This is an optimization exercise on Yosys and OpenROAD, whose aim is small area, not a production implementation. The RTL was checked by simulation tests, not by an equivalence proof against the original design. Power figures rest on the tool's default switching activity, not on a simulated workload.

--- flow/design.v ---
module ms53l(
    input       clk,
    input       rst_n,
    input       key_in,
    input       uart_rx,
    output      uart_tx,
    input       uart_rx_ms53l,
    output      uart_tx_ms531,
    output reg  led_out,
    output wire stcp,
    output wire shcp,
    output wire ds,
    output wire oe
);
assign uart_tx = uart_rx_ms53l;
assign oe      = ~rst_n;
reg key_d1, key_d2;
wire touch = key_d2 & ~key_d1;
always @(posedge clk or negedge rst_n)
    if (!rst_n) begin
        key_d1  <= 1'b0;
        key_d2  <= 1'b0;
        led_out <= 1'b1;
    end else begin
        key_d1  <= key_in;
        key_d2  <= key_d1;
        if (touch) led_out <= ~led_out;
    end
reg        snd_en;       
reg [12:0] gap_cnt;      
reg        give;         
reg [3:0]  byte_cnt;     
reg [8:0]  bit_cnt;      
reg [3:0]  bit_idx;      
always @(posedge clk or negedge rst_n)
    if (!rst_n) begin
        snd_en   <= 1'b0;
        gap_cnt  <= 13'd0;
        give     <= 1'b0;
        byte_cnt <= 4'd0;
    end else begin
        if (byte_cnt == 4'd11)
            snd_en <= 1'b0;
        else if (touch)
            snd_en <= 1'b1;
        if (snd_en)
            gap_cnt <= (gap_cnt == 13'd4900) ? 13'd0 : gap_cnt + 1'b1;
        give <= (gap_cnt == 13'd4900);
        if (!snd_en)
            byte_cnt <= 4'd0;
        else if (give)
            byte_cnt <= byte_cnt + 1'b1;
    end
always @(posedge clk or negedge rst_n)
    if (!rst_n) begin
        bit_cnt <= 9'd0;
        bit_idx <= 4'd9;
    end else begin
        bit_cnt <= (give || bit_cnt == 9'd182) ? 9'd0 : {bit_cnt[7:0], ~(bit_cnt[8] ^ bit_cnt[4])};
        if (give)
            bit_idx <= 4'd15;
        else if (bit_idx != 4'd9 && bit_cnt == 9'd7)
            bit_idx <= bit_idx + 1'b1;
    end
reg [7:0] tx_byte;
always @(*)
    case (byte_cnt)
        4'd1:    tx_byte = 8'h51;
        4'd2:    tx_byte = 8'h0B;
        4'd3:    tx_byte = 8'h00;
        4'd4:    tx_byte = 8'h01;
        4'd5:    tx_byte = 8'h00;
        4'd6:    tx_byte = 8'h05;
        4'd7:    tx_byte = 8'h02;
        4'd8:    tx_byte = 8'h00;
        4'd9:    tx_byte = 8'h64;
        4'd10:   tx_byte = 8'h0D;
        default: tx_byte = 8'h0A;
    endcase
reg tx_bit;
always @(*)
    case (bit_idx)
        4'd0:    tx_bit = 1'b0;
        4'd1:    tx_bit = tx_byte[0];
        4'd2:    tx_bit = tx_byte[1];
        4'd3:    tx_bit = tx_byte[2];
        4'd4:    tx_bit = tx_byte[3];
        4'd5:    tx_bit = tx_byte[4];
        4'd6:    tx_bit = tx_byte[5];
        4'd7:    tx_bit = tx_byte[6];
        4'd8:    tx_bit = tx_byte[7];
        default: tx_bit = 1'b1;
    endcase
assign uart_tx_ms531 = tx_bit;
reg       rxd_d0, rxd_d1;
reg       rx_flag;
reg [8:0] rx_clk;        
reg [3:0] rx_cnt;
reg [7:0] rx_data;
reg [3:0] rx_bytes;      
reg [15:0] value;        
wire rx_start = rxd_d1 & ~rxd_d0;
wire rx_done  = (rx_cnt == 4'd9) && (rx_clk == 9'd3);
always @(posedge clk or negedge rst_n)
    if (!rst_n) begin
        rxd_d0  <= 1'b0;
        rxd_d1  <= 1'b0;
        rx_flag <= 1'b0;
        rx_clk  <= 9'd0;
        rx_cnt  <= 4'd0;
        rx_bytes <= 4'd0;
    end else begin
        rxd_d0 <= uart_rx_ms53l;
        rxd_d1 <= rxd_d0;
        if (rx_start)
            rx_flag <= 1'b1;
        else if ((rx_cnt == 4'd9) && (rx_clk == 9'd77))
            rx_flag <= 1'b0;
        rx_clk <= (rx_flag && rx_clk != 9'd182) ? {rx_clk[7:0], ~(rx_clk[8] ^ rx_clk[4])} : 9'd0;
        if (!rx_flag)
            rx_cnt <= 4'd0;
        else if (rx_clk == 9'd182)
            rx_cnt <= rx_cnt + 1'b1;
        if (rx_done)
            rx_bytes <= (rx_bytes == 4'd11) ? 4'd0 : rx_bytes + 1'b1;
    end
always @(posedge clk)
    if (rx_clk == 9'd77)
        rx_data <= {rxd_d1, rx_data[7:1]};
reg [1:0] ph;        
reg [3:0] bitn;      
reg [7:0] slot;      
reg [3:0] sub;       
reg       shcp_r;
always @(posedge clk or negedge rst_n)
    if (!rst_n) begin
        ph     <= 2'd0;
        bitn   <= 4'd13;
        slot   <= 8'd0;
        sub    <= 4'd0;
        shcp_r <= 1'b0;
    end else begin
        ph <= ph + 1'b1;
        if (ph == 2'd0)
            bitn <= (bitn == 4'd13) ? 4'd0 : bitn + 1'b1;
        if (ph == 2'd3) begin
            slot <= (slot == 8'd249) ? 8'd0 : slot + 1'b1;
            sub  <= (sub == 4'd10) ? 4'd0 : sub + 1'b1;
        end
        shcp_r <= ph[1];
    end
assign stcp = (bitn == 4'd13) && (ph == 2'd0) && (dsel != 3'd6);
assign shcp = shcp_r;
reg freeze, pend;
wire freeze_set = (sub == 4'd0) && (ph == 2'd0) && (slot >= 8'd228) && (slot <= 8'd238);
wire upd        = (slot == 8'd1) && (ph == 2'd0);
wire rx_wr      = rx_done && ((rx_bytes == 4'd8) || (rx_bytes == 4'd9));
wire we_hi      = !freeze && ((rx_done && rx_bytes == 4'd8) || (pend && rx_bytes == 4'd9));
wire we_lo      = !freeze && ((rx_done && rx_bytes == 4'd9) || (pend && rx_bytes == 4'd10));
always @(posedge clk or negedge rst_n)
    if (!rst_n) begin
        freeze <= 1'b0;
        pend   <= 1'b0;
        value  <= 16'd0;
    end else begin
        if (freeze_set)
            freeze <= 1'b1;
        else if (upd)
            freeze <= 1'b0;
        pend <= freeze & (pend | rx_wr);
        if (we_hi) value[15:8] <= rx_data;
        if (we_lo) value[7:0]  <= rx_data;
    end
reg [3:0] rm1, rm2, rm3, rm4;
reg [2:0] rm5;
wire first = (slot == 8'd247) && (ph == 2'd0);
wire [1:0] ord = {~slot[7] | (slot[3] & slot[0]), ~slot[0]};
wire vbit = value[~{ord, ph}];
function [4:0] dstep;    
    input [3:0] r;
    input       x;
    input       clr;
    reg   [3:0] re;
    reg   [3:0] m;
    reg         q;
    begin
        re = clr ? 4'd0 : r;
        q  = (re >= 4'd5);
        m  = q ? re - 4'd5 : re;
        dstep = {q, m[2:0], x};
    end
endfunction
wire [4:0] s1 = dstep(rm1, vbit,  first);
wire [4:0] s2 = dstep(rm2, s1[4], first);
wire [4:0] s3 = dstep(rm3, s2[4], first);
wire [4:0] s4 = dstep(rm4, s3[4], first);
always @(posedge clk) begin
    rm1 <= s1[3:0];
    rm2 <= s2[3:0];
    rm3 <= s3[3:0];
    rm4 <= s4[3:0];
    rm5 <= {rm5[1:0], s4[4]};
end
reg [2:0] dsel;      
reg [3:0] dval;      
wire z5 = (rm5 == 3'd0);
wire z4 = z5 & (rm4 == 4'd0);
wire z3 = z4 & (rm3 == 4'd0);
wire z2 = z3 & (rm2 == 4'd0);
wire [2:0] dnext = (dsel == 3'd5 || dsel == 3'd7) ? 3'd0 : dsel + 1'b1;
reg  [3:0] dnew;
always @(*)
    case (dnext)
        3'd0:    dnew = rm1;
        3'd1:    dnew = z2 ? 4'd11 : rm2;
        3'd2:    dnew = z3 ? 4'd11 : rm3;
        3'd3:    dnew = z4 ? 4'd11 : rm4;
        3'd4:    dnew = z5 ? 4'd11 : {1'b0, rm5};
        default: dnew = 4'd11;
    endcase
always @(posedge clk or negedge rst_n)
    if (!rst_n) begin
        dsel <= 3'd6;
        dval <= 4'd0;
    end else if (upd) begin
        dsel <= (dsel == 3'd6) ? 3'd7 : dnext;
        if (dsel != 3'd6)
            dval <= dnew;
    end
reg [6:0] segs;      
always @(*)
    case (dval)
        4'd0:    segs = 7'b100_0000;
        4'd1:    segs = 7'b111_1001;
        4'd2:    segs = 7'b010_0100;
        4'd3:    segs = 7'b011_0000;
        4'd4:    segs = 7'b001_1001;
        4'd5:    segs = 7'b001_0010;
        4'd6:    segs = 7'b000_0010;
        4'd7:    segs = 7'b111_1000;
        4'd8:    segs = 7'b000_0000;
        4'd9:    segs = 7'b001_0000;
        default: segs = 7'b111_1111;
    endcase
reg ds_w;
always @(*)
    case (bitn)
        4'd0, 4'd1, 4'd2, 4'd3, 4'd4, 4'd5: ds_w = (dsel == bitn[2:0]);
        4'd6:    ds_w = 1'b1;
        4'd7:    ds_w = segs[6];
        4'd8:    ds_w = segs[5];
        4'd9:    ds_w = segs[4];
        4'd10:   ds_w = segs[3];
        4'd11:   ds_w = segs[2];
        4'd12:   ds_w = segs[1];
        default: ds_w = segs[0];
    endcase
assign ds = ds_w;
endmodule
--- flow/standard.sh ---
#!/bin/bash
# synth_recipe.tcl (not shown) runs the flow's synth.tcl, then flattens the netlist and writes it again
# the make line also repeats each setting of config.mk as NAME=value (left out here)
make -C /OpenROAD-flow-scripts/flow DESIGN_CONFIG=/design/flow/config.mk WORK_HOME=/design/flow/orfs CLKGATE_MAP_FILE= SYNTH_SCRIPT=/design/flow/synth_recipe.tcl "${@:-finish}"
--- flow/flow/own_synth.tcl ---
proc synth {args} { yosys synth -nofsm -noshare {*}$args }
proc abc {args} {
  set i [lsearch -exact $args -script]
  if { $i >= 0 } { lset args [expr { $i + 1 }] $::env(OWN_ABC_SCRIPT) }
  yosys abc {*}$args
}
source $::env(SCRIPTS_DIR)/synth.tcl
# left out here: clear keep_hierarchy, flatten, clean up, hide names made inside functions, write 1_2_yosys.v
--- flow/flow/abc_area.abc ---
strash
&get -n
&fraig -x
&put
scorr
dc2
strash
&get -n
&syn2
&dch -f
&nf -R 1000
&put
--- flow/config.mk ---
export PLATFORM = sky130hd
export DESIGN_NAME = ms53l
export DESIGN_NICKNAME = ms53l
export VERILOG_FILES = /design/flow/design.v
export SDC_FILE = /design/flow/constraint.sdc
export NUM_CORES = 4
export LEC_CHECK = 0
export CAP_MARGIN = 20
export CORE_MARGIN = 2
export CORE_UTILIZATION = 55
export SLEW_MARGIN = 20
--- flow/constraint.sdc ---
create_clock -name core_clock -period 10.0 [get_ports {clk}]
set_input_delay 2.0000 -clock core_clock [delete_from_list [all_inputs] [get_ports {clk}]]
set_output_delay 2.0000 -clock core_clock [all_outputs]
set_load 0.01 [all_outputs]
--- flow/flow/run.sh ---
#!/bin/bash
# Layout flow: the standard ORFS flow (standard.sh) with three changes:
#  - synthesis: the standard script (own_synth.tcl = synth_recipe.tcl) with
#    ORFS's adder extraction off and ABC run on an area script
#    (abc_area.abc); flip-flops are mapped exactly as in the standard run;
#  - port buffers are the minimum-size buffer;
#  - clock tree built from clkbuf_4 only, without dummy loads.
# Each tool's full output goes to the ORFS logs, and each make run's output
# to a log file in this folder.
set -euo pipefail
F="$(pwd)/flow"
export OWN_ABC_SCRIPT="$F/abc_area.abc"
export CTS_ARGS='-sink_clustering_enable -buf_list "sky130_fd_sc_hd__clkbuf_4" -dont_use_dummy_load -repair_clock_nets'
export BUFFER_PORTS_ARGS="-buffer_cell sky130_fd_sc_hd__buf_1"
bash standard.sh SYNTH_SCRIPT="$F/own_synth.tcl" ADDER_MAP_FILE= synth > synth.log 2>&1
bash standard.sh SYNTH_SCRIPT="$F/own_synth.tcl" ADDER_MAP_FILE= finish > layout.log 2>&1
==> results of run 1 <==
[critical path: cells and delay by family]
family                 cells  cell delay, ps
buffers and inverters      3             750
[layer usage]
metal	vias to the layer above	global-route usage, %	share of wire, %
li1	2006	-	-
met1	1919	28.6	49
met2	50	31.0	46
met3	14	6.39	3.2
met4	0	7.05	1.5
met5	-	0	0
[sequential cells by signal, summed over array words and instances, names as in the netlist, 4 cells and up]
signal and flops:
rm1 4, slot 8, value 16, rx_clk 9, rm2 4, rm4 4
sub 4, rx_cnt 4, byte_cnt 4, dval 4, bitn 4, gap_cnt 13
rx_bytes 4, bit_cnt 9, bit_idx 4, rm3 4, rx_data 8
[cell families after synthesis]
family                 Yosys count  synth area share (%)
AND/OR/NAND/NOR                222                  20.8
flip-flops                     126                  56.6
XOR/XNOR                        20                  3.19
AO/OA/AOI/OAI                  130                  13.6
buffers and inverters           16                  1.16
multiplexers                    23                  4.69
[area by class of cell]
class	count	area share [%]
antenna	1	0.0427
sequential	126	53.0
multi-input combinational	395	39.7
inverter	15	0.961
tap	133	2.84
clock buffer	17	2.18
timing repair buffer	14	1.22
[where the power goes]
| group | switching, mW | internal [mW] |
|---|---|---|
| Sequential | 0.0311 | 0.552 |
| Clock | 0.155 | 0.0774 |
| Combinational | 0.0354 | 0.0360 |
| Total | 0.222 | 0.666 |
[final timing paths]
check / end / cells after the start / startpoint / slack, ps
setup / recovery: oe / 3 / rst_n / 5230
setup reg to reg: value[10] / 5 / rx_clk[4] / 7080
min in group asynchronous: byte_cnt[3] / 1 / rst_n / 1470
hold / removal: rm5[2] / 0 / rm5[1] / 360
max in group asynchronous: dval[0] / 2 / rst_n / 7360
hold reg to reg: rm5[2] / 0 / rm5[1] / 360
[cell usage in the layout, fill, tap and decap left out, types with 18 or more instances in the layout]
master / n
dfrtp_1: 91
nor2_1: 58
a21oi_1: 55
nand2_1: 40
o21ai_0: 40
nor3_1: 25
mux2_1: 22
and2_0: 21
dfxtp_1: 19
clkbuf_4: 18
==> out/metrics.yaml, run 1 <==
outcome:
  status: "timing/DRC/antenna clean"
yosys:
  synth.net_count: 542
  ys_async_sr_fraction_pct: 78.6
  syn_area_um2: 5490
  synth-seq-area-share_pct: 56.6
  synthesis.instances: 537
  yosysUniqueCellTypes: 49
  synth.top_cells.by_area: "dfrtp_1, dfxtp_1, a21oi_1, mux2_1, edfxtp_1"
  yosys.cell_count.top_type: "dfrtp_1"
  yosys_warnings: 1
  synthTopCellsByCount: "dfrtp_1, nor2_1, a21oi_1, nand2_1, o21ai_0"
  synth_ff_type: "dfrtp_1"
  synth_top_area_cell: "dfrtp_1"
  syn_area_per_cell_um2: 10.2
  synth_edf_count: 8
  yosysTopAreaCellShare_pct: 41.5
  yosys_register_bits: 126
floorplanning:
  dieWidth_um: 104
  die-area_um2: 10800
  start_util_pct: 56.5
  std_cell_rows: 36
  die_h_um: 104
  core_area_um2: 9730
  ioPinCount: 12
clock_tree:
  cts_hold_buf: 0
  cts_tree: "yes"
  clockBufferDepth: 2
  cts_setup_buffers: 0
  cts_buffers: 17
  cts_num_sinks: 126
  clk_latency_ps: 530
  postCtsResizedCells: 0
  htreeDepth: 4
  clk_pin_slew_ps: 100
  root_buffer: "clkbuf_4"
timing:
  fin_crit_sh_pct: 47.7
  finClkSkew_ps: 29.1
  layout_setup_ws_ps: 5230
  hold_slack_ps: 357
  timing.fmax_mhz: 210
  tightest_slew_ps: 930
  maxSlewViolCount: 0
  slew_headroom_pct: 37.4
  hold_viol_final: 0
  fin_setup_tns_ps: 0
  setup_violations: 0
  rsz0062_at_grt: "false"
  min_period_ps: 4770
layout:
  seq_area_um2: 3110
  nets: 574
  drive_above_1_share_pct: 5.47
  final_util_pct: 60.2
  finalInstanceArea_um2: 5860
  multi_input_area_um2: 2330
  nFillCells: 850
  syn_to_final_growth_pct: 6.67
  stdcell_count: 701
worst_setup_path:
  critPathKind: "in -> out"
  worst_path_largest_cell_delay_ps: 470
  slowest_stage: "clkbuf_4"
  worstPathCellList: "clkbuf_4 > clkinv_1 > buf_1"
  path_max_fanout: 42
  crit_path_end_kind: "output pin"
  cp.arrival_ps: 2770
  crit_path_start_kind: "primary input"
  required_ps: 8000
route:
  drt_iter0_drc: 190
  drt-pass1-iter-count: 5
  vias: 3989
  ant_nets: 0
  wl_um: 9970
  drc_errors: 0
  post_drt_wl_per_cell_um: 14.2
  via_per_inst: 5.69
hold_path:
  hold_class: "reg -> reg"
global_routing:
  grt_usage_pct: 20.6
  antenna_found_initial: 0
  grt_pass1_wl_um: 17900
  grt_max_degree: 60
  grt_pass1_vias: 3830
  grt_remaining_overflow: 0
pwr:
  power_leakage_nw: 2.44
  p_total_mw: 0.887
  max-vdd-ir-drop_uv: 119
  power_density_nw_per_um2: 151
placement:
  io_buffers: 10
  dp_cells: 683
  dpl_worst_slack_ps: 5170
  place.gp.congestion: 0.851
  hpwlAfterDp_um: 6880
  post_dp_cell_area_um2: 5730
run:
  maxCapViolCount: 0
==> inputs of run 2 (changes only) <==
--- a/flow/design.v
+++ b/flow/design.v
@@ -32,6 +32,7 @@
 reg [3:0]  byte_cnt;     
 reg [8:0]  bit_cnt;      
 reg [3:0]  bit_idx;      
+wire gap_end = (gap_cnt == 13'd1790);
 always @(posedge clk or negedge rst_n)
     if (!rst_n) begin
         snd_en   <= 1'b0;
@@ -43,13 +44,20 @@
             snd_en <= 1'b0;
         else if (touch)
             snd_en <= 1'b1;
-        if (snd_en)
-            gap_cnt <= (gap_cnt == 13'd4900) ? 13'd0 : gap_cnt + 1'b1;
-        give <= (gap_cnt == 13'd4900);
         if (!snd_en)
+            gap_cnt <= {11'd0, byte_cnt[3], 1'b0};
+        else if (gap_end)
+            gap_cnt <= 13'd0;
+        else
+            gap_cnt <= {gap_cnt[11:0], ~(gap_cnt[12] ^ gap_cnt[3] ^ gap_cnt[2] ^ gap_cnt[0])};
+        give <= gap_end;
+        if (snd_en) begin
+            if (give)
+                byte_cnt <= byte_cnt + 1'b1;
+        end else if (byte_cnt == 4'd11)
+            byte_cnt <= 4'd12;
+        else if (touch)
             byte_cnt <= 4'd0;
-        else if (give)
-            byte_cnt <= byte_cnt + 1'b1;
     end
 always @(posedge clk or negedge rst_n)
     if (!rst_n) begin
--- a/flow/config.mk
+++ b/flow/config.mk
@@ -7,5 +7,5 @@
 export LEC_CHECK = 0
 export CAP_MARGIN = 20
 export CORE_MARGIN = 2
-export CORE_UTILIZATION = 55
+export CORE_UTILIZATION = 40
 export SLEW_MARGIN = 20
==> out/metrics.yaml, run 2 <==
yosys:
  synth_xor_area_share_pct: 2.89
  synth_edf_count: 8
  ys_async_sr_fraction_pct: 78.6
  synthMuxAreaShare_pct: 4.11
  synth.top_cells.by_area: "dfrtp_1, dfxtp_1, nor2_1, edfxtp_1, mux2_1"
  yosysTopAreaCellShare_pct: 41.8
  yosys.cell_count.top_type: "dfrtp_1"
  synth_top_area_cell: "dfrtp_1"
  synth-seq-area-share_pct: 57.1
  synth_top_family_by_area: "simple AND/OR/NAND/NOR gates"
  yosys_warnings: 1
  syn_area_um2: 5450
  yosys.area_share.simple_pct: 22.8
  synthAdderAreaFrac_pct: 0
  yosysUniqueCellTypes: 54
  yosys_register_bits: 126
  synth_ff_type: "dfrtp_1"
  synthTopCellsByCount: "dfrtp_1, nor2_1, nand2_1, a21oi_1, o21ai_0"
  synth.net_count: 529
  synthesis.instances: 524
  synth_compound_area_share_pct: 12.1
  syn_area_per_cell_um2: 10.4
hold_path:
  min_to: "key_d2"
  min_path_cells: 0
  hold_class: "reg -> reg"
  hold_path.startpoint: "key_d1"
timing:
  maxSlewViolCount: 0
  fin_crit_sh_pct: 46.2
  min_period_ps: 4620
  finClkSkew_ps: 27.3
  tightest_slew_ps: 1000
  setup_violations: 0
  hold_viol_final: 0
  timing.fmax_mhz: 217
  fin_setup_tns_ps: 0
  slew_headroom_pct: 32.5
  rsz0062_at_grt: "false"
route:
  ant_nets: 0
  drt_iter0_drc: 164
  post_drt_wl_per_cell_um: 13.5
  vias: 3888
  via_per_inst: 5.33
  drc_errors: 0
  drt-pass1-iter-count: 4
  wl_um: 9830
run:
  maxCapViolCount: 0
pwr:
  p_clk_share_pct: 24.8
  power_leakage_nw: 2.38
  swShare_pct: 24.3
  power_density_nw_per_um2: 156
  p_comb_share_pct: 9.0
  power.internal_mw: 0.691
  p_seq_share_pct: 66.2
  power_switching_mw: 0.221
  max-vdd-ir-drop_uv: 89.5
global_routing:
  grt_remaining_overflow: 0
  antenna_found_initial: 1
  grt_pass1_vias: 3890
  grt_pass1_wl_um: 17400
  grt_max_degree: 73
  grt_usage_pct: 15.0
worst_setup_path:
  worstPathCellList: "clkbuf_4 > clkinv_1 > buf_1"
  r2r_setup_slack_ps: 6970
  r2r_end: "value[15]"
  critPathKind: "in -> out"
  critPathLaunch: "rst_n"
  slowest_stage: "clkbuf_4"
  worst_path_largest_cell_delay_ps: 350
  crit_path_start_kind: "primary input"
  required_ps: 8000
  path_max_fanout: 29
  worstReg2RegStart: "rx_clk[6]"
  cp.arrival_ps: 2620
  crit_path_end_kind: "output pin"
  worstRegToRegCells: 7
layout:
  seq_area_um2: 3110
  drive_above_1_share_pct: 5.07
  nets: 559
  syn_to_final_growth_pct: 7.33
  top_regs: "value x16, gap_cnt x13"
  stdcell_count: 729
  finalInstanceArea_um2: 5850
  multi_input_area_um2: 2280
  final_cell_mix: "dfrtp_1, nor2_1, nand2_1"
  final_util_pct: 44.0
  final_common_cell: "dfrtp_1"
  regMostFlops: "value"
  nFillCells: 1285
  largest_register_ffs: 16
clock_tree:
  cts_hold_buf: 0
  htreeDepth: 4
  clockBufferDepth: 2
  root_buffer: "clkbuf_4"
  clk_latency_ps: 510
  postCtsResizedCells: 0
  cts_num_sinks: 126
  cts_setup_buffers: 0
  cts_tree: "yes"
  clk_pin_slew_ps: 100
  cts_buffers: 17
placement:
  hpwlAfterDp_um: 6900
  place.gp.congestion: 0.747
  post_dp_cell_area_um2: 5720
  io_buffers: 10
  dp_cells: 711
floorplanning:
  die-area_um2: 14600
  start_util_pct: 41.0
  std_cell_rows: 42
  ioPinCount: 12
  core_area_um2: 13300
  dieWidth_um: 121
  die_h_um: 121
outcome:
  status: "timing/DRC/antenna clean"
## run 2: changes by cell type after synthesis, moves of 5 or more
cell	before	now
a21oi_1	55	32
and2_0	21	31
nand3_1	15	9
nor2_1	58	65
nor2b_1	6	14
nor3_1	25	20
o21ai_0	40	32
xor2_1	9	4
## run 2: metal layers
layer | up-vias | GRT usage, % | wire, um | share of wire (%)
li1 | 1941 | - | - | -
met1 | 1895 | 18.3 | 4670 | 48
met2 | 48 | 25.1 | 4780 | 49
met3 | 4 | 4.39 | 309 | 3.1
met4 | 0 | 5.67 | 72 | 0.73
met5 | - | 0 | 0 | 0
## run 2: worst max-delay path, delay by kind of cell
kind | cells | cell delay (ps)
buffers and inverters | 3 | 610
## run 2: cell type report
type	count	area share, %
Inverter	13	0.835
Clock buffer	17	2.18
Multi-Input combinational cell	384	39.0
Sequential cell	126	53.2
Tap cell	176	3.77
Antenna cell	1	0.0428
Timing Repair Buffer	12	0.963
## run 2: how the worst max path moves through the flow
stage,endpoint
finish,oe
global route,oe
CTS,oe
detailed placement,oe
global placement,oe
floorplan,uart_tx
## run 2: cell families (layout without fill, tap and decap cells)
| kind of cell | after synthesis | after routing |
|---|---|---|
| compound gates | 107 | 107 |
| xor+xnor | 18 | 18 |
| buf+inv | 14 | 42 |
| flops | 126 | 126 |
| mux | 20 | 20 |
| other cells | 0 | 1 |
| simple gates | 239 | 239 |
## run 2: power groups by stage
stage	clock network [mW]	registers, mW	logic (mW)
floorplan	0	0.604	0.0642
global placement	0	0.612	0.0823
detailed placement	0	0.614	0.0849
CTS	0.240	0.605	0.0850
global route	0.262	0.613	0.0949
finish	0.227	0.604	0.0821
## run 2: through the flow
stage | total power, mW | hold WS (ps) | worst slack (ps)
detailed placement | 0.699 | 354 | 5340
CTS | 0.929 | 387 | 5330
finish | 0.912 | 383 | 5380
floorplan | 0.668 | 346 | 5880
global placement | 0.694 | 355 | 5340
global route | 0.970 | 407 | 5280
==> inputs of run 3 (changes only) <==
--- a/flow/design.v
+++ b/flow/design.v
@@ -160,7 +160,7 @@
 assign stcp = (bitn == 4'd13) && (ph == 2'd0) && (dsel != 3'd6);
 assign shcp = shcp_r;
 reg freeze, pend;
-wire freeze_set = (sub == 4'd0) && (ph == 2'd0) && (slot >= 8'd228) && (slot <= 8'd238);
+wire freeze_set = (sub == 4'd0) && (ph == 2'd0) && (slot >= 8'd228);
 wire upd        = (slot == 8'd1) && (ph == 2'd0);
 wire rx_wr      = rx_done && ((rx_bytes == 4'd8) || (rx_bytes == 4'd9));
 wire we_hi      = !freeze && ((rx_done && rx_bytes == 4'd8) || (pend && rx_bytes == 4'd9));
@@ -179,8 +179,12 @@
         if (we_hi) value[15:8] <= rx_data;
         if (we_lo) value[7:0]  <= rx_data;
     end
+reg [2:0] dsel;      
+reg [3:0] dval;      
+wire [2:0] dnext = (dsel == 3'd5 || dsel == 3'd7) ? 3'd0 : dsel + 1'b1;
 reg [3:0] rm1, rm2, rm3, rm4;
-reg [2:0] rm5;
+reg [3:0] rmo;       
+reg       nzo;       
 wire first = (slot == 8'd247) && (ph == 2'd0);
 wire [1:0] ord = {~slot[7] | (slot[3] & slot[0]), ~slot[0]};
 wire vbit = value[~{ord, ph}];
@@ -202,30 +206,25 @@
 wire [4:0] s2 = dstep(rm2, s1[4], first);
 wire [4:0] s3 = dstep(rm3, s2[4], first);
 wire [4:0] s4 = dstep(rm4, s3[4], first);
+reg  xo;
+always @(*)
+    case (dnext)
+        3'd0:    xo = vbit;
+        3'd1:    xo = s1[4];
+        3'd2:    xo = s2[4];
+        3'd3:    xo = s3[4];
+        default: xo = s4[4];
+    endcase
+wire [4:0] so = dstep(rmo, xo, first);
 always @(posedge clk) begin
     rm1 <= s1[3:0];
     rm2 <= s2[3:0];
     rm3 <= s3[3:0];
     rm4 <= s4[3:0];
-    rm5 <= {rm5[1:0], s4[4]};
+    rmo <= so[3:0];
+    nzo <= xo | (nzo & ~first);
 end
-reg [2:0] dsel;      
-reg [3:0] dval;      
-wire z5 = (rm5 == 3'd0);
-wire z4 = z5 & (rm4 == 4'd0);
-wire z3 = z4 & (rm3 == 4'd0);
-wire z2 = z3 & (rm2 == 4'd0);
-wire [2:0] dnext = (dsel == 3'd5 || dsel == 3'd7) ? 3'd0 : dsel + 1'b1;
-reg  [3:0] dnew;
-always @(*)
-    case (dnext)
-        3'd0:    dnew = rm1;
-        3'd1:    dnew = z2 ? 4'd11 : rm2;
-        3'd2:    dnew = z3 ? 4'd11 : rm3;
-        3'd3:    dnew = z4 ? 4'd11 : rm4;
-        3'd4:    dnew = z5 ? 4'd11 : {1'b0, rm5};
-        default: dnew = 4'd11;
-    endcase
+wire [3:0] dnew = (dnext == 3'd5 || (dnext != 3'd0 && !nzo)) ? 4'd11 : rmo;
 always @(posedge clk or negedge rst_n)
     if (!rst_n) begin
         dsel <= 3'd6;
==> out/metrics.yaml, run 3 <==
hold_path:
  hold_class: "reg -> reg"
yosys:
  yosysUniqueCellTypes: 48
  yosysTopAreaCellShare_pct: 41.9
  synthTopCellsByCount: "dfrtp_1, nor2_1, a21oi_1, and2_0, nand2_1"
  synth-seq-area-share_pct: 58.0
  syn_area_um2: 5430
  synth_edf_count: 8
  synthesis.instances: 515
  synth.top_cells.by_area: "dfrtp_1, dfxtp_1, edfxtp_1, nor2_1, a21oi_1"
  synth_top_area_cell: "dfrtp_1"
  synth.net_count: 520
  synth_ff_type: "dfrtp_1"
  yosys_register_bits: 128
  yosys.cell_count.top_type: "dfrtp_1"
  yosys_warnings: 1
  ys_async_sr_fraction_pct: 77.3
  syn_area_per_cell_um2: 10.5
pwr:
  p_seq_share_pct: 66.3
  p_comb_share_pct: 9.5
  power_switching_mw: 0.228
  power.internal_mw: 0.703
  power_leakage_nw: 2.43
  power_density_nw_per_um2: 159
  max-vdd-ir-drop_uv: 122
  p_clk_share_pct: 24.2
  swShare_pct: 24.5
placement:
  dp_cells: 701
  place.gp.congestion: 0.767
  post_dp_cell_area_um2: 5700
  hpwlAfterDp_um: 6540
  io_buffers: 10
outcome:
  status: "timing/DRC/antenna clean"
route:
  via_per_inst: 5.25
  highest_layer: "met4"
  drc_errors: 0
  wl_met1_um: 4690
  wl_met3_um: 388
  post_drt_wl_per_cell_um: 13.3
  drt_iter0_drc: 206
  drt-pass1-iter-count: 4
  wl_um: 9590
  vias: 3775
  dr_wl_met2_um: 4410
  ant_nets: 0
layout:
  nFillCells: 1292
  final_cell_mix: "dfrtp_1, nor2_1, a21oi_1"
  final_common_cell: "dfrtp_1"
  syn_to_final_growth_pct: 7.65
  final_util_pct: 44.1
  regMostFlops: "value"
  top_regs: "value x16, gap_cnt x13"
  stdcell_count: 719
  nets: 549
  largest_register_ffs: 16
  finalInstanceArea_um2: 5850
  drive_above_1_share_pct: 5.35
timing:
  hold_viol_final: 0
  min_period_ps: 4590
  fin_setup_tns_ps: 0
  fin_crit_sh_pct: 45.9
  finClkSkew_ps: 31.1
  hold_slack_ps: 391
  maxSlewViolCount: 0
  slew_headroom_pct: 41.6
  tightest_slew_ps: 869
  rsz0062_at_grt: "false"
  timing.fmax_mhz: 218
  setup_violations: 0
run:
  maxCapViolCount: 0
floorplanning:
  start_util_pct: 41.0
  die-area_um2: 14500
  std_cell_rows: 42
  ioPinCount: 12
  die_h_um: 121
  core_area_um2: 13200
  dieWidth_um: 121
global_routing:
  grt_pass1_wl_um: 17200
  grt_usage_pct: 14.8
  grt_pass1_vias: 3710
  grt_remaining_overflow: 0
  antenna_found_initial: 1
  grt_max_degree: 89
clock_tree:
  htreeDepth: 4
  clockBufferDepth: 2
  postCtsResizedCells: 0
  root_buffer: "clkbuf_4"
  cts_buffers: 17
  cts_num_sinks: 128
  cts_setup_buffers: 0
  cts_hold_buf: 0
  clk_latency_ps: 500
  cts_tree: "yes"
  clk_pin_slew_ps: 90
worst_setup_path:
  crit_path_start_kind: "flip-flop"
  required_ps: 8000
  worst_path_largest_cell_delay_ps: 670
  slowest_stage: "dfstp_2"
  worstPathCellList: "nor2_1 > xnor2_1 > a21oi_1 > nor2_1 > a31oi_1 > a21oi_1 > or4_1 > buf_1"
  cp.arrival_ps: 2590
  path_max_fanout: 12
  critPathKind: "reg -> out"
  crit_path_end_kind: "output pin"
## run 3: cell count changes after synthesis, sizes merged, moves of 4 or more
cell,delta
a21oi,+11
nand2,-11
nor4,-4
o21ai,-7
or2,+4
o21a,+7
xor2,+4
nand3b,-4
nor2,-5
and3,-4
## run 3: kinds of logic after synthesis
logic type,Yosys count,synth area share (%)
and+or+nand+nor,220,21.2
DFF,128,58.0
AOI/OAI and AO/OA,115,12.8
xor gates and xnor gates,20,3.23
muxes,18,3.73
buffers and inverters,14,1.04
## run 3: path summary, 6_finish.rpt
kind,endpoint,slack (ps),from,cells past startpoint
worst max-delay path,ds,5410,bitn[0],8
worst min register to register,key_d2,390,key_d1,0
worst max register to register,value[0],7180,rx_clk[4],7
max in group asynchronous,gap_cnt[2],7610,rst_n,2
min in group asynchronous,dval[1],1370,rst_n,1
worst min-delay path,key_d2,390,key_d1,0
## run 3: metrics by stage
| step | setup WS, ps | total power, mW |
|---|---|---|
| CTS | 5370 | 0.946 |
| global route | 5220 | 0.991 |
| global placement | 5470 | 0.714 |
| detailed placement | 5490 | 0.717 |
| floorplan | 5880 | 0.685 |
| finish | 5410 | 0.931 |
## run 3: final cells by class
type                       instances  area, um2  area share (%)
sequential                       128       3150            53.9
tap                              176        220            3.77
antenna                            1       2.50          0.0428
inverter                          13       48.8           0.835
multi-input combinational        373       2250            38.4
timing repair buffer              11       52.6           0.899
clock buffer                      17        128            2.18
## run 3: power by group through the flow
stage | Combinational [mW] | Sequential [mW] | Clock (mW)
after floorplan | 0.0684 | 0.616 | 0
after global placement | 0.0878 | 0.626 | 0
after detailed placement | 0.0897 | 0.627 | 0
after CTS | 0.0907 | 0.618 | 0.237
after global routing | 0.105 | 0.626 | 0.260
final | 0.0887 | 0.617 | 0.225
## run 3: metal layers
layer | vias up | global-route usage [%]
met5 | - | 0
li1 | 1892 | -
met4 | 0 | 4.72
met3 | 9 | 5.24
met1 | 1825 | 19.9
met2 | 49 | 22.6
## run 3: critical path: cells and delay by family, from the launching register on
family	cells	cell delay, ps
and+or+nand+nor	3	690
DFF	1	670
AOI/OAI and AO/OA	3	450
xor gates and xnor gates	1	160
buffers and inverters	1	140
==> inputs of run 4 (changes only) <==
--- a/flow/design.v
+++ b/flow/design.v
@@ -33,10 +33,16 @@
 reg [8:0]  bit_cnt;      
 reg [3:0]  bit_idx;      
 wire gap_end = (gap_cnt == 13'd1790);
+always @(posedge clk)
+    if (!snd_en)
+        gap_cnt <= {11'd0, byte_cnt[3], 1'b0};
+    else if (gap_end)
+        gap_cnt <= 13'd0;
+    else
+        gap_cnt <= {gap_cnt[11:0], ~(gap_cnt[12] ^ gap_cnt[3] ^ gap_cnt[2] ^ gap_cnt[0])};
 always @(posedge clk or negedge rst_n)
     if (!rst_n) begin
         snd_en   <= 1'b0;
-        gap_cnt  <= 13'd0;
         give     <= 1'b0;
         byte_cnt <= 4'd0;
     end else begin
@@ -44,13 +50,7 @@
             snd_en <= 1'b0;
         else if (touch)
             snd_en <= 1'b1;
-        if (!snd_en)
-            gap_cnt <= {11'd0, byte_cnt[3], 1'b0};
-        else if (gap_end)
-            gap_cnt <= 13'd0;
-        else
-            gap_cnt <= {gap_cnt[11:0], ~(gap_cnt[12] ^ gap_cnt[3] ^ gap_cnt[2] ^ gap_cnt[0])};
-        give <= gap_end;
+        give <= gap_end & snd_en;
         if (snd_en) begin
             if (give)
                 byte_cnt <= byte_cnt + 1'b1;
@@ -59,12 +59,12 @@
         else if (touch)
             byte_cnt <= 4'd0;
     end
-always @(posedge clk or negedge rst_n)
-    if (!rst_n) begin
-        bit_cnt <= 9'd0;
+always @(posedge clk)
+    bit_cnt <= (give || bit_cnt == 9'd182) ? 9'd0 : {bit_cnt[7:0], ~(bit_cnt[8] ^ bit_cnt[4])};
+always @(posedge clk or negedge rst_n)
+    if (!rst_n)
         bit_idx <= 4'd9;
-    end else begin
-        bit_cnt <= (give || bit_cnt == 9'd182) ? 9'd0 : {bit_cnt[7:0], ~(bit_cnt[8] ^ bit_cnt[4])};
+    else begin
         if (give)
             bit_idx <= 4'd15;
         else if (bit_idx != 4'd9 && bit_cnt == 9'd7)
@@ -114,24 +114,24 @@
         rxd_d0  <= 1'b0;
         rxd_d1  <= 1'b0;
         rx_flag <= 1'b0;
-        rx_clk  <= 9'd0;
         rx_cnt  <= 4'd0;
         rx_bytes <= 4'd0;
     end else begin
         rxd_d0 <= uart_rx_ms53l;
         rxd_d1 <= rxd_d0;
+        if (!rx_flag)
+            rx_cnt <= 4'd0;
+        else if (rx_clk == 9'd182)
+            rx_cnt <= rx_cnt + 1'b1;
         if (rx_start)
             rx_flag <= 1'b1;
         else if ((rx_cnt == 4'd9) && (rx_clk == 9'd77))
             rx_flag <= 1'b0;
-        rx_clk <= (rx_flag && rx_clk != 9'd182) ? {rx_clk[7:0], ~(rx_clk[8] ^ rx_clk[4])} : 9'd0;
-        if (!rx_flag)
-            rx_cnt <= 4'd0;
-        else if (rx_clk == 9'd182)
-            rx_cnt <= rx_cnt + 1'b1;
         if (rx_done)
             rx_bytes <= (rx_bytes == 4'd11) ? 4'd0 : rx_bytes + 1'b1;
     end
+always @(posedge clk)
+    rx_clk <= (rx_flag && rx_clk != 9'd182) ? {rx_clk[7:0], ~(rx_clk[8] ^ rx_clk[4])} : 9'd0;
 always @(posedge clk)
     if (rx_clk == 9'd77)
         rx_data <= {rxd_d1, rx_data[7:1]};
==> out/metrics.yaml, run 4 <==
clock_tree:
  cts_setup_buffers: 0
  clk_pin_slew_ps: 70
  clockBufferDepth: 2
  postCtsResizedCells: 0
  clk_latency_ps: 520
  htreeDepth: 4
  root_buffer: "clkbuf_4"
  cts_buffers: 17
  cts_tree: "yes"
  cts_num_sinks: 128
  cts_hold_buf: 0
worst_setup_path:
  worstPathCellList: "buf_2 > buf_4 > clkinv_1 > buf_1"
  path_delay_family: "buffers and inverters"
  required_ps: 8000
  cp.arrival_ps: 3060
  crit_path_end_kind: "output pin"
  critPathLaunch: "rst_n"
  crit_path_start_kind: "primary input"
  worst_path_largest_cell_delay_ps: 640
  slowest_stage: "buf_4"
  path_buf_inv: 4
  worstReg2RegStart: "rx_clk[4]"
  path_max_fanout: 69
  critPathKind: "in -> out"
  r2r_setup_slack_ps: 7470
yosys:
  synthTopCellsByCount: "nor2_1, dfrtp_1, dfxtp_1, nand2_1, a21oi_1"
  yosys_register_bits: 128
  synth.net_count: 517
  syn_area_um2: 5240
  yosys_warnings: 1
  yosysUniqueCellTypes: 53
  ys_async_sr_fraction_pct: 53.1
  synthesis.instances: 512
  synth_edf_count: 8
  synth-seq-area-share_pct: 57.1
  yosys.cell_count.top_type: "nor2_1"
  syn_area_per_cell_um2: 10.2
  synth_top_area_cell: "dfrtp_1"
  synth_ff_type: "dfrtp_1"
  yosysTopAreaCellShare_pct: 28.6
  synth.top_cells.by_area: "dfrtp_1, dfxtp_1, nor2_1, edfxtp_1, dfstp_2"
global_routing:
  antenna_found_initial: 0
  grt_max_degree: 70
  grt_usage_pct: 13.9
  grt_pass1_wl_um: 15900
  grt_pass1_vias: 3563
  grt_remaining_overflow: 0
route:
  ant_nets: 0
  vias: 3743
  via_per_inst: 5.24
  drt_iter0_drc: 159
  wl_um: 8920
  post_drt_wl_per_cell_um: 12.5
  drt-pass1-iter-count: 4
  drc_errors: 0
pwr:
  p_clk_share_pct: 24.6
  p_total_mw: 0.919
  power.internal_mw: 0.698
  p_comb_share_pct: 8.7
  power_switching_mw: 0.220
  swShare_pct: 24.0
  power_leakage_nw: 2.30
  max-vdd-ir-drop_uv: 65.9
  p_seq_share_pct: 66.7
  power_density_nw_per_um2: 162
layout:
  syn_to_final_growth_pct: 7.83
  drive_above_1_share_pct: 5.72
  regMostFlops: "value"
  stdcell_count: 714
  top_regs: "value x16, gap_cnt x13"
  antennaDiodeCount: 0
  final_common_cell: "nor2_1"
  final_cell_mix: "nor2_1, dfrtp_1, dfxtp_1"
  nets: 549
  largest_register_ffs: 16
floorplanning:
  die_h_um: 118
  core_area_um2: 12700
  die-area_um2: 14000
  ioPinCount: 12
  std_cell_rows: 41
  dieWidth_um: 118
  start_util_pct: 41.2
placement:
  dpl_worst_slack_ps: 4850
  place.gp.congestion: 0.809
  io_buffers: 10
  dp_cells: 697
  hpwlAfterDp_um: 6250
timing:
  timing.fmax_mhz: 198
  hold_slack_ps: 388
  fin_crit_sh_pct: 50.6
  maxSlewViolCount: 0
  finClkSkew_ps: 34.5
  hold_viol_final: 0
  min_period_ps: 5060
  slew_headroom_pct: 43.4
  setup_violations: 0
  rsz0062_at_grt: "false"
  layout_setup_ws_ps: 4940
  fin_setup_tns_ps: 0
  tightest_slew_ps: 850
run:
  maxCapViolCount: 0
outcome:
  status: "timing/DRC/antenna clean"
hold_path:
  hold_class: "reg -> reg"
  hold_path.startpoint: "rxd_d0"
run 4: changes by cell type in the layout (fill, tap and decap cells not counted), moves of 7 or more:
cell,before,now
dfxtp_1,21,52
dfrtp_1,91,60
nor2_1,60,68
nand2_1,30,40
a31oi_1,8,1
a21oi_1,43,32
run 4: kinds of logic (layout without fill, tap and decap cells):
| group | after synthesis | in the layout | synth area share (%) |
|---|---|---|---|
| compound gates | 104 | 104 | 12.4 |
| xor+xnor | 25 | 25 | 4.18 |
| buf+inv | 14 | 44 | 1.07 |
| flops | 128 | 128 | 57.1 |
| mux | 18 | 18 | 3.82 |
| simple gates | 223 | 223 | 21.4 |
run 4: cell type report:
class                      instances  area [um2]
multi-input combinational        370        2200
tap                              172         215
inverter                          13        48.8
fill                            1256        7070
timing repair buffer              14        68.8
sequential                       128        2990
clock buffer                      17         128
run 4: worst paths after layout:
path	to	cells past startpoint
max in group asynchronous	key_d2	2
min reg2reg	rxd_d1	0
min	rxd_d1	0
max reg2reg	value[4]	7
max	oe	4
min in group asynchronous	dval[3]	2
run 4: power by group through the flow:
stage | Sequential, mW | Combinational (mW) | Clock (mW)
CTS | 0.613 | 0.0817 | 0.239
floorplan | 0.614 | 0.0619 | 0
global placement | 0.622 | 0.0773 | 0
global route | 0.621 | 0.0905 | 0.267
finish | 0.613 | 0.0803 | 0.226
detailed placement | 0.622 | 0.0815 | 0
run 4: per-stage QoR:
stage / cell area, um2 / utilization [%]
6_report: 5650 / 44.4
5_1_grt: 5650 / 44.4
4_1_cts: 5650 / 44.4
3_5_place_dp: 5530 / 43.4
3_3_place_gp: 5530 / 43.4
2_1_floorplan: 5240 / -
run 4: metal layers:
layer | GRT usage [%] | vias to the layer above | part of all wire (%)
li1 | - | 1893 | -
met4 | 5.28 | 0 | 1.6
met2 | 22.3 | 56 | 46
met5 | 0 | - | 0
met3 | 4.87 | 13 | 3.6
met1 | 17.2 | 1781 | 49
==> inputs of run 5 (changes only) <==
--- a/flow/flow/run.sh
+++ b/flow/flow/run.sh
@@ -2,7 +2,7 @@
 # Layout flow: the standard ORFS flow (standard.sh) with three changes:
 #  - synthesis: the standard script (own_synth.tcl = synth_recipe.tcl) with
 #    ORFS's adder extraction off and ABC run on an area script
-#    (abc_area.abc); flip-flops are mapped exactly as in the standard run;
+#    (abc_area.abc, with ABC's deep synthesis); flip-flops are mapped exactly as in the standard run;
 #  - port buffers are the minimum-size buffer;
 #  - clock tree built from clkbuf_4 only, without dummy loads.
 # Each tool's full output goes to the ORFS logs, and each make run's output
==> flow/flow/abc_area.abc (replaced) <==
strash
&get -n
&fraig -x
&put
scorr
dc2
strash
&get -n
&deepsyn -J 1000
&dch -f
&nf -R 1000
&put
==> out/metrics.yaml, run 5 <==
route:
  vias: 3505
  ant_nets: 0
  drc_errors: 0
  drt_iter0_drc: 201
  wl_um: 8800
  post_drt_wl_per_cell_um: 12.9
  via_per_inst: 5.13
  drt-pass1-iter-count: 4
clock_tree:
  cts_num_sinks: 128
  htreeDepth: 4
  clk_pin_slew_ps: 90
  cts_tree: "yes"
  postCtsResizedCells: 0
  clockBufferDepth: 2
  cts_setup_buffers: 0
  root_buffer: "clkbuf_4"
  cts_buffers: 17
  clk_latency_ps: 510
  cts_hold_buf: 0
yosys:
  synth_top_area_cell: "dfrtp_1"
  syn_area_per_cell_um2: 10.5
  synth.net_count: 488
  syn_area_um2: 5060
  yosysUniqueCellTypes: 49
  synth.top_cells.by_area: "dfrtp_1, dfxtp_1, edfxtp_1, nor2_1, dfstp_2"
  synth_edf_count: 8
  synth_ff_type: "dfrtp_1"
  yosys.cell_count.top_type: "dfrtp_1"
  yosys_warnings: 1
  synthTopCellsByCount: "dfrtp_1, nor2_1, dfxtp_1, nand2_1, a21oi_1"
  ys_async_sr_fraction_pct: 53.1
  synth-seq-area-share_pct: 59.1
  yosys_register_bits: 128
  synthesis.instances: 483
  yosysTopAreaCellShare_pct: 29.7
timing:
  timing.fmax_mhz: 198
  fin_crit_sh_pct: 50.6
  slew_headroom_pct: 41.9
  finClkSkew_ps: 35.2
  min_period_ps: 5060
  rsz0062_at_grt: "false"
  setup_violations: 0
  maxSlewViolCount: 0
  tightest_slew_ps: 871
  hold_viol_final: 0
  fin_setup_tns_ps: 0
outcome:
  status: "timing/DRC/antenna clean"
floorplanning:
  die-area_um2: 13600
  core_area_um2: 12500
  ioPinCount: 12
  die_h_um: 116
  start_util_pct: 40.6
  std_cell_rows: 41
  dieWidth_um: 116
worst_setup_path:
  required_ps: 8000
  r2r_setup_slack_ps: 7530
  worstPathCellList: "buf_2 > buf_4 > clkinv_1 > buf_1"
  cp.arrival_ps: 3060
  path_delay_family: "buffers and inverters"
  critPathKind: "in -> out"
  worst_path_largest_cell_delay_ps: 660
  slowest_stage: "buf_4"
  worstReg2RegStart: "rx_clk[8]"
  path_max_fanout: 69
  crit_path_end_kind: "output pin"
  crit_path_start_kind: "primary input"
  r2r_end: "value[2]"
  path_buf_inv: 4
  worstRegToRegCells: 6
global_routing:
  grt_max_degree: 70
  grt_remaining_overflow: 0
  antenna_found_initial: 0
  grt_pass1_vias: 3383
  grt_pass1_wl_um: 15300
  grt_usage_pct: 14.5
layout:
  final_cell_mix: "dfrtp_1, nor2_1, dfxtp_1"
  nFillCells: 1212
  drive_above_1_share_pct: 5.68
  antennaDiodeCount: 0
  nets: 518
  final_common_cell: "dfrtp_1"
  regMostFlops: "value"
  finalInstanceArea_um2: 5460
  top_regs: "value x16, gap_cnt x13"
  largest_register_ffs: 16
  syn_to_final_growth_pct: 7.81
hold_path:
  min_to: "key_d2"
  min_path_cells: 0
  hold_path.startpoint: "key_d1"
  hold_class: "reg -> reg"
placement:
  place.gp.congestion: 0.749
  io_buffers: 10
  hpwlAfterDp_um: 6050
  post_dp_cell_area_um2: 5330
run:
  maxCapViolCount: 0
pwr:
  power_leakage_nw: 2.24
  power_density_nw_per_um2: 169
  p_total_mw: 0.923
  max-vdd-ir-drop_uv: 164
-- run 5: changes by cell type after synthesis, sizes merged, moves of 6 or more --
cell and delta:
a21o -6, nor2b +10, nor2 -11, nor3 -6, o21a -7
-- run 5: where the power goes --
| part | switching (mW) | internal, mW |
|---|---|---|
| Sequential | 0.0378 | 0.579 |
| Clock | 0.151 | 0.0776 |
| Combinational | 0.0338 | 0.0447 |
-- run 5: worst max path at each step --
stage | start | end | cells after the start
after floorplan | uart_rx_ms53l | uart_tx | 1
after global placement | rst_n | oe | 4
after detailed placement | rst_n | oe | 4
after CTS | rst_n | oe | 4
after global routing | rst_n | oe | 4
final | rst_n | oe | 4
-- run 5: per-layer routing --
metal  wire (um)  GRT usage [%]  vias up
met5           0              0        -
met2        4190           22.9       42
met4          72           5.32        0
li1            -              -     1762
met3         277           5.19        8
met1        4270           18.3     1693
-- run 5: cell type report --
| type | instances | area [um2] | share of cell area, % |
|---|---|---|---|
| clock buffer | 17 | 128 | 2.34 |
| inverter | 16 | 60.1 | 1.10 |
| multi-input combinational | 338 | 2010 | 36.8 |
| tap | 172 | 215 | 3.94 |
| timing repair buffer | 12 | 53.8 | 0.986 |
| sequential | 128 | 2990 | 54.8 |
-- run 5: cells by family (layout without fill, tap and decap cells) --
kind of cell	Yosys count	count (layout)	share of synthesized area (%)
buffers and inverters	17	45	1.34
and+or+nand+nor	205	205	20.7
xor gates and xnor gates	19	19	3.29
AOI/OAI and AO/OA	95	95	11.4
DFF	128	128	59.1
muxes	19	19	4.20
-- run 5: through the flow --
stage | hold slack [ps] | util, % | setup slack [ps] | std cells
6_report | 381 | 43.8 | 4940 | 683
5_1_grt | 403 | 43.8 | 4700 | 683
4_1_cts | 386 | 43.8 | 4860 | 683
3_5_place_dp | 362 | 42.7 | 4870 | 666
3_3_place_gp | 353 | 42.7 | 4840 | 666
2_1_floorplan | 346 | - | 5880 | 483
==> inputs of run 6 (changes only) <==
--- a/flow/design.v
+++ b/flow/design.v
@@ -169,16 +169,17 @@
     if (!rst_n) begin
         freeze <= 1'b0;
         pend   <= 1'b0;
-        value  <= 16'd0;
     end else begin
         if (freeze_set)
             freeze <= 1'b1;
         else if (upd)
             freeze <= 1'b0;
         pend <= freeze & (pend | rx_wr);
-        if (we_hi) value[15:8] <= rx_data;
-        if (we_lo) value[7:0]  <= rx_data;
-    end
+    end
+always @(posedge clk) begin
+    if (!rst_n || we_hi) value[15:8] <= rst_n ? rx_data : 8'd0;
+    if (!rst_n || we_lo) value[7:0]  <= rst_n ? rx_data : 8'd0;
+end
 reg [2:0] dsel;      
 reg [3:0] dval;      
 wire [2:0] dnext = (dsel == 3'd5 || dsel == 3'd7) ? 3'd0 : dsel + 1'b1;
==> out/metrics.yaml, run 6 <==
global_routing:
  antenna_found_initial: 1
  grt_max_degree: 63
  grt_usage_pct: 14.4
  grt_remaining_overflow: 0
  grt_pass1_wl_um: 15100
  grt_pass1_vias: 3426
layout:
  syn_to_final_growth_pct: 7.67
  final_cell_mix: "nor2_1, dfxtp_1, dfrtp_1"
  nets: 509
  regMostFlops: "value"
  finalInstanceArea_um2: 5430
  final_common_cell: "nor2_1"
  largest_register_ffs: 16
  top_regs: "value x16, gap_cnt x13"
  drive_above_1_share_pct: 5.58
  nFillCells: 1156
timing:
  hold_viol_final: 0
  timing.fmax_mhz: 198
  tightest_slew_ps: 777
  slew_headroom_pct: 47.9
  fin_crit_sh_pct: 50.5
  rsz0062_at_grt: "false"
  hold_slack_ps: 379
  fin_setup_tns_ps: 0
  setup_violations: 0
  maxSlewViolCount: 0
  finClkSkew_ps: 27.6
  min_period_ps: 5050
clock_tree:
  cts_buffers: 17
  cts_hold_buf: 0
  cts_num_sinks: 128
  root_buffer: "clkbuf_4"
  cts_tree: "yes"
  clk_pin_slew_ps: 80
  clockBufferDepth: 2
  clk_latency_ps: 530
  cts_setup_buffers: 0
  postCtsResizedCells: 0
  htreeDepth: 4
route:
  wl_um: 8670
  post_drt_wl_per_cell_um: 12.9
  drc_errors: 0
  wl_met3_um: 214
  wl_met1_um: 4170
  via_per_inst: 5.08
  ant_nets: 0
  dr_wl_met2_um: 4160
  highest_layer: "met4"
  vias: 3411
  drt_iter0_drc: 207
  drt-pass1-iter-count: 5
yosys:
  synth-seq-area-share_pct: 61.0
  yosys.cell_count.top_type: "nor2_1"
  synth.top_cells.by_area: "dfrtp_1, dfxtp_1, edfxtp_1, and2_0, nor2_1"
  syn_area_per_cell_um2: 10.6
  synth_top_area_cell: "dfrtp_1"
  yosys_warnings: 1
  synthesis.instances: 474
  yosysUniqueCellTypes: 48
  yosysTopAreaCellShare_pct: 21.9
  ys_async_sr_fraction_pct: 40.6
  synth_edf_count: 24
  syn_area_um2: 5040
  synth_ff_type: "dfxtp_1"
  yosys_register_bits: 128
  synthTopCellsByCount: "nor2_1, dfxtp_1, dfrtp_1, and2_0, a21oi_1"
  synth.net_count: 479
floorplanning:
  core_area_um2: 12200
  ioPinCount: 12
  dieWidth_um: 116
  start_util_pct: 41.4
  std_cell_rows: 40
  die_h_um: 116
  die-area_um2: 13500
placement:
  place.gp.congestion: 0.778
  io_buffers: 10
  hpwlAfterDp_um: 5840
  post_dp_cell_area_um2: 5300
outcome:
  status: "timing/DRC/antenna clean"
worst_setup_path:
  worstRegToRegCells: 7
  crit_path_end_kind: "output pin"
  cp.arrival_ps: 3050
  slowest_stage: "buf_4"
  path_max_fanout: 62
  r2r_setup_slack_ps: 7670
  crit_path_start_kind: "primary input"
  worst_path_largest_cell_delay_ps: 570
  worstPathCellList: "clkbuf_2 > buf_4 > clkinv_1 > buf_1"
  critPathKind: "in -> out"
  required_ps: 8000
pwr:
  p_comb_share_pct: 17.1
  p_seq_share_pct: 62.7
  power_leakage_nw: 2.08
  max-vdd-ir-drop_uv: 110
  p_clk_share_pct: 20.2
  power.internal_mw: 0.811
  swShare_pct: 28.0
  power_switching_mw: 0.315
  power_density_nw_per_um2: 208
hold_path:
  hold_class: "reg -> reg"
  min_path_cells: 0
run:
  maxCapViolCount: 0
==> run 6: worst paths after layout <==
path                                end    from
max in group asynchronous        freeze   rst_n
min in group asynchronous       rx_flag   rst_n
worst max-delay path                 oe   rst_n
worst min register to register   rxd_d1  rxd_d0
worst min-delay path             rxd_d1  rxd_d0
worst max register to register  slot[7]   ph[1]
==> run 6: cells by family (layout without fill, tap and decap cells) <==
family	count (synthesis)	after routing	synth area share, %
simple gates	209	209	21.6
flops	128	128	61.0
compound gates	99	99	12.3
xor+xnor	21	21	3.65
buf+inv	16	44	1.27
mux	1	1	0.199
other cells	0	1	0
==> run 6: stage by stage <==
stage	util, %	total power [mW]	std cells	worst slack [ps]
final	44.6	1.13	671	4950
after global placement	43.5	0.899	653	4920
after CTS	44.6	1.14	670	4890
after floorplan	-	0.859	474	5880
after detailed placement	43.5	0.911	653	4880
after global routing	44.6	1.21	671	4770
==> run 6: worst max-delay path, delay by kind of cell <==
family / cells / cell delay, ps
buffers and inverters: 4 / 1020
==> run 6: layer usage <==
layer | track usage [%] | vias to the layer above
met2 | 22.9 | 35
met5 | 0 | -
met3 | 4.83 | 9
li1 | - | 1743
met4 | 7.86 | 0
met1 | 17.3 | 1624
==> run 6: area by class of cell <==
type                            count  area (um2)  share of cell area [%]
Clock buffer                       17         128                    2.35
Multi-Input combinational cell    330        1900                    35.1
Inverter                           15        56.3                    1.04
Antenna cell                        1        2.50                  0.0461
Sequential cell                   128        3070                    56.6
Tap cell                          168         210                    3.87
Timing Repair Buffer               12        53.8                   0.992
==> run 6: power groups by stage <==
stage / registers, mW / logic, mW / clock network [mW]
CTS: 0.706 / 0.197 / 0.241
global route: 0.721 / 0.226 / 0.261
floorplan: 0.700 / 0.159 / 0
finish: 0.706 / 0.193 / 0.228
detailed placement: 0.716 / 0.195 / 0
global placement: 0.714 / 0.185 / 0
==> inputs of run 7 (changes only) <==
==> flow/flow/abc_area.abc (replaced) <==
strash
&get -n
&fraig -x
&put
scorr
dc2
strash
&get -n
&deepsyn -J 3000
&dch -f
&nf -R 1000
&put
==> out/metrics.yaml, run 7 <==
floorplanning:
  ioPinCount: 12
  dieWidth_um: 116
  die_h_um: 116
  core_area_um2: 12200
  start_util_pct: 41.4
  die-area_um2: 13500
  std_cell_rows: 40
layout:
  final_util_pct: 44.6
  final_common_cell: "nor2_1"
  top_regs: "value x16, gap_cnt x13"
  nets: 509
  drive_above_1_share_pct: 5.58
  final_cell_mix: "nor2_1, dfxtp_1, dfrtp_1"
  stdcell_count: 671
  nFillCells: 1156
  largest_register_ffs: 16
  syn_to_final_growth_pct: 7.67
  regMostFlops: "value"
worst_setup_path:
  cp.arrival_ps: 3050
  crit_path_end_kind: "output pin"
  critPathKind: "in -> out"
  r2r_end: "slot[7]"
  required_ps: 8000
  crit_path_start_kind: "primary input"
  r2r_setup_slack_ps: 7670
  path_max_fanout: 62
  worstRegToRegCells: 7
  worstReg2RegStart: "ph[1]"
clock_tree:
  cts_tree: "yes"
  clockBufferDepth: 2
  cts_hold_buf: 0
  cts_buffers: 17
  postCtsResizedCells: 0
  cts_setup_buffers: 0
  htreeDepth: 4
  clk_latency_ps: 530
  clk_pin_slew_ps: 80
  root_buffer: "clkbuf_4"
  cts_num_sinks: 128
global_routing:
  grt_pass1_wl_um: 15100
  antenna_found_initial: 1
  grt_pass1_vias: 3426
  grt_max_degree: 63
  grt_usage_pct: 14.4
  grt_remaining_overflow: 0
hold_path:
  hold_class: "reg -> reg"
  hold_path.startpoint: "rxd_d0"
  min_path_cells: 0
  min_to: "rxd_d1"
yosys:
  syn_area_per_cell_um2: 10.6
  yosys_register_bits: 128
  synthesis.instances: 474
  synth.top_cells.by_area: "dfrtp_1, dfxtp_1, edfxtp_1, and2_0, nor2_1"
  synthTopCellsByCount: "nor2_1, dfxtp_1, dfrtp_1, and2_0, a21oi_1"
  ys_async_sr_fraction_pct: 40.6
  synth-seq-area-share_pct: 61.0
  yosys_warnings: 1
  syn_area_um2: 5040
  synth_top_area_cell: "dfrtp_1"
  synth.net_count: 479
  synth_ff_type: "dfxtp_1"
  synth_edf_count: 24
  yosysTopAreaCellShare_pct: 21.9
  yosys.cell_count.top_type: "nor2_1"
  yosysUniqueCellTypes: 48
run:
  maxCapViolCount: 0
route:
  post_drt_wl_per_cell_um: 12.9
  wl_um: 8670
  vias: 3411
  drc_errors: 0
  drt-pass1-iter-count: 5
  via_per_inst: 5.08
  drt_iter0_drc: 207
  ant_nets: 0
timing:
  maxSlewViolCount: 0
  layout_setup_ws_ps: 4950
  fin_crit_sh_pct: 50.5
  hold_viol_final: 0
  slew_headroom_pct: 47.9
  tightest_slew_ps: 777
  setup_violations: 0
  fin_setup_tns_ps: 0
  hold_slack_ps: 379
  rsz0062_at_grt: "false"
  finClkSkew_ps: 27.6
  timing.fmax_mhz: 198
  min_period_ps: 5050
pwr:
  power_leakage_nw: 2.08
  power_density_nw_per_um2: 208
  max-vdd-ir-drop_uv: 110
placement:
  dpl_worst_slack_ps: 4880
  hpwlAfterDp_um: 5840
  place.gp.congestion: 0.778
  dp_cells: 653
  io_buffers: 10
outcome:
  status: "timing/DRC/antenna clean"
run 7: where the power goes:
group	switching, mW	internal, mW
clock network	0.150	0.0774
registers	0.0669	0.639
logic	0.0974	0.0953
total	0.315	0.811
run 7: worst max-delay path by stage:
| stage | cells past startpoint | to | from | slack, ps |
|---|---|---|---|---|
| 6_report | 4 | oe | rst_n | 4950 |
| 5_1_grt | 4 | oe | rst_n | 4770 |
| 4_1_cts | 4 | oe | rst_n | 4890 |
| 3_5_place_dp | 4 | oe | rst_n | 4880 |
| 3_3_place_gp | 4 | oe | rst_n | 4920 |
| 2_1_floorplan | 1 | uart_tx | uart_rx_ms53l | 5880 |
run 7: critical path, cell delays in order:
cell and delay (ps):
clkbuf_2 70, buf_4 570, clkinv_1 210, buf_1 170
run 7: layer usage:
layer | global-route usage (%) | wire length [um] | share of wire [%] | up-vias
li1 | - | - | - | 1743
met1 | 17.3 | 4170 | 48 | 1624
met2 | 22.9 | 4160 | 48 | 35
met3 | 4.83 | 214 | 2.5 | 9
met4 | 7.86 | 119 | 1.4 | 0
met5 | 0 | 0 | 0 | -
run 7: cell families (layout without fill, tap and decap cells):
logic type	Yosys count	count (layout)	synth area share, %
mux	1	1	0.199
xor+xnor	21	21	3.65
compound gates	99	99	12.3
buf+inv	16	44	1.27
other cells	0	1	0
simple gates	209	209	21.6
flops	128	128	61.0
run 7: stage by stage:
| stage | area (um2) | total power, mW |
|---|---|---|
| 6_report | 5430 | 1.13 |
| 5_1_grt | 5430 | 1.21 |
| 4_1_cts | 5420 | 1.14 |
| 3_5_place_dp | 5300 | 0.911 |
| 3_3_place_gp | 5300 | 0.899 |
| 2_1_floorplan | 5040 | 0.859 |
run 7: layout make-up:
| cell class | instances | area [um2] | share of cell area, % |
|---|---|---|---|
| Inverter | 15 | 56.3 | 1.04 |
| Sequential cell | 128 | 3070 | 56.6 |
| Clock buffer | 17 | 128 | 2.35 |
| Timing Repair Buffer | 12 | 53.8 | 0.992 |
| Tap cell | 168 | 210 | 3.87 |
| Antenna cell | 1 | 2.50 | 0.0461 |
| Multi-Input combinational cell | 330 | 1900 | 35.1 |

[what the ideal ports hide]
Ports are ideal in the flow. The routed layouts listed here were re-timed in OpenROAD. Step 1 (the two cells are an assumption about what drives the block):
set clk [get_ports {clk}]
set_driving_cell -lib_cell sky130_fd_sc_hd__clkbuf_16 $clk
set_driving_cell -lib_cell sky130_fd_sc_hd__buf_2 [delete_from_list [all_inputs] $clk]
Step 2 adds t to the input delays and takes it off the output delays; t is the mean of the earliest and latest rising clock arrival at the registers after step 1. Input paths then give back, and output paths get back, about the clock's delay inside the block. a / b / c = ideal / step 1 / step 2; a / b = the first two.
run	shift t [ns]	slack for setup (ns)	worst slew at a driven data input, ns	cell pins on the clock port's net
run 1	0.549	5.230 / 5.163 / 5.163	0.06	1
run 2	0.529	5.384 / 5.341 / 5.341	0.04	1
run 3	0.522	5.411 / 5.377 / 5.493	0.03	1
run 4	0.534	4.941 / 4.919 / 4.919	0.03	1
run 5	0.528	4.940 / 4.920 / 4.920	0.03	1
run 6	0.550	4.954 / 4.931 / 4.931	0.03	1
run 7	0.550	4.954 / 4.931 / 4.931	0.03	1
After both steps setup and hold are still met in every run listed. The setup slack of run 1, which loses most, moves by -0.067 ns with the drivers and by -0.067 ns with both steps.
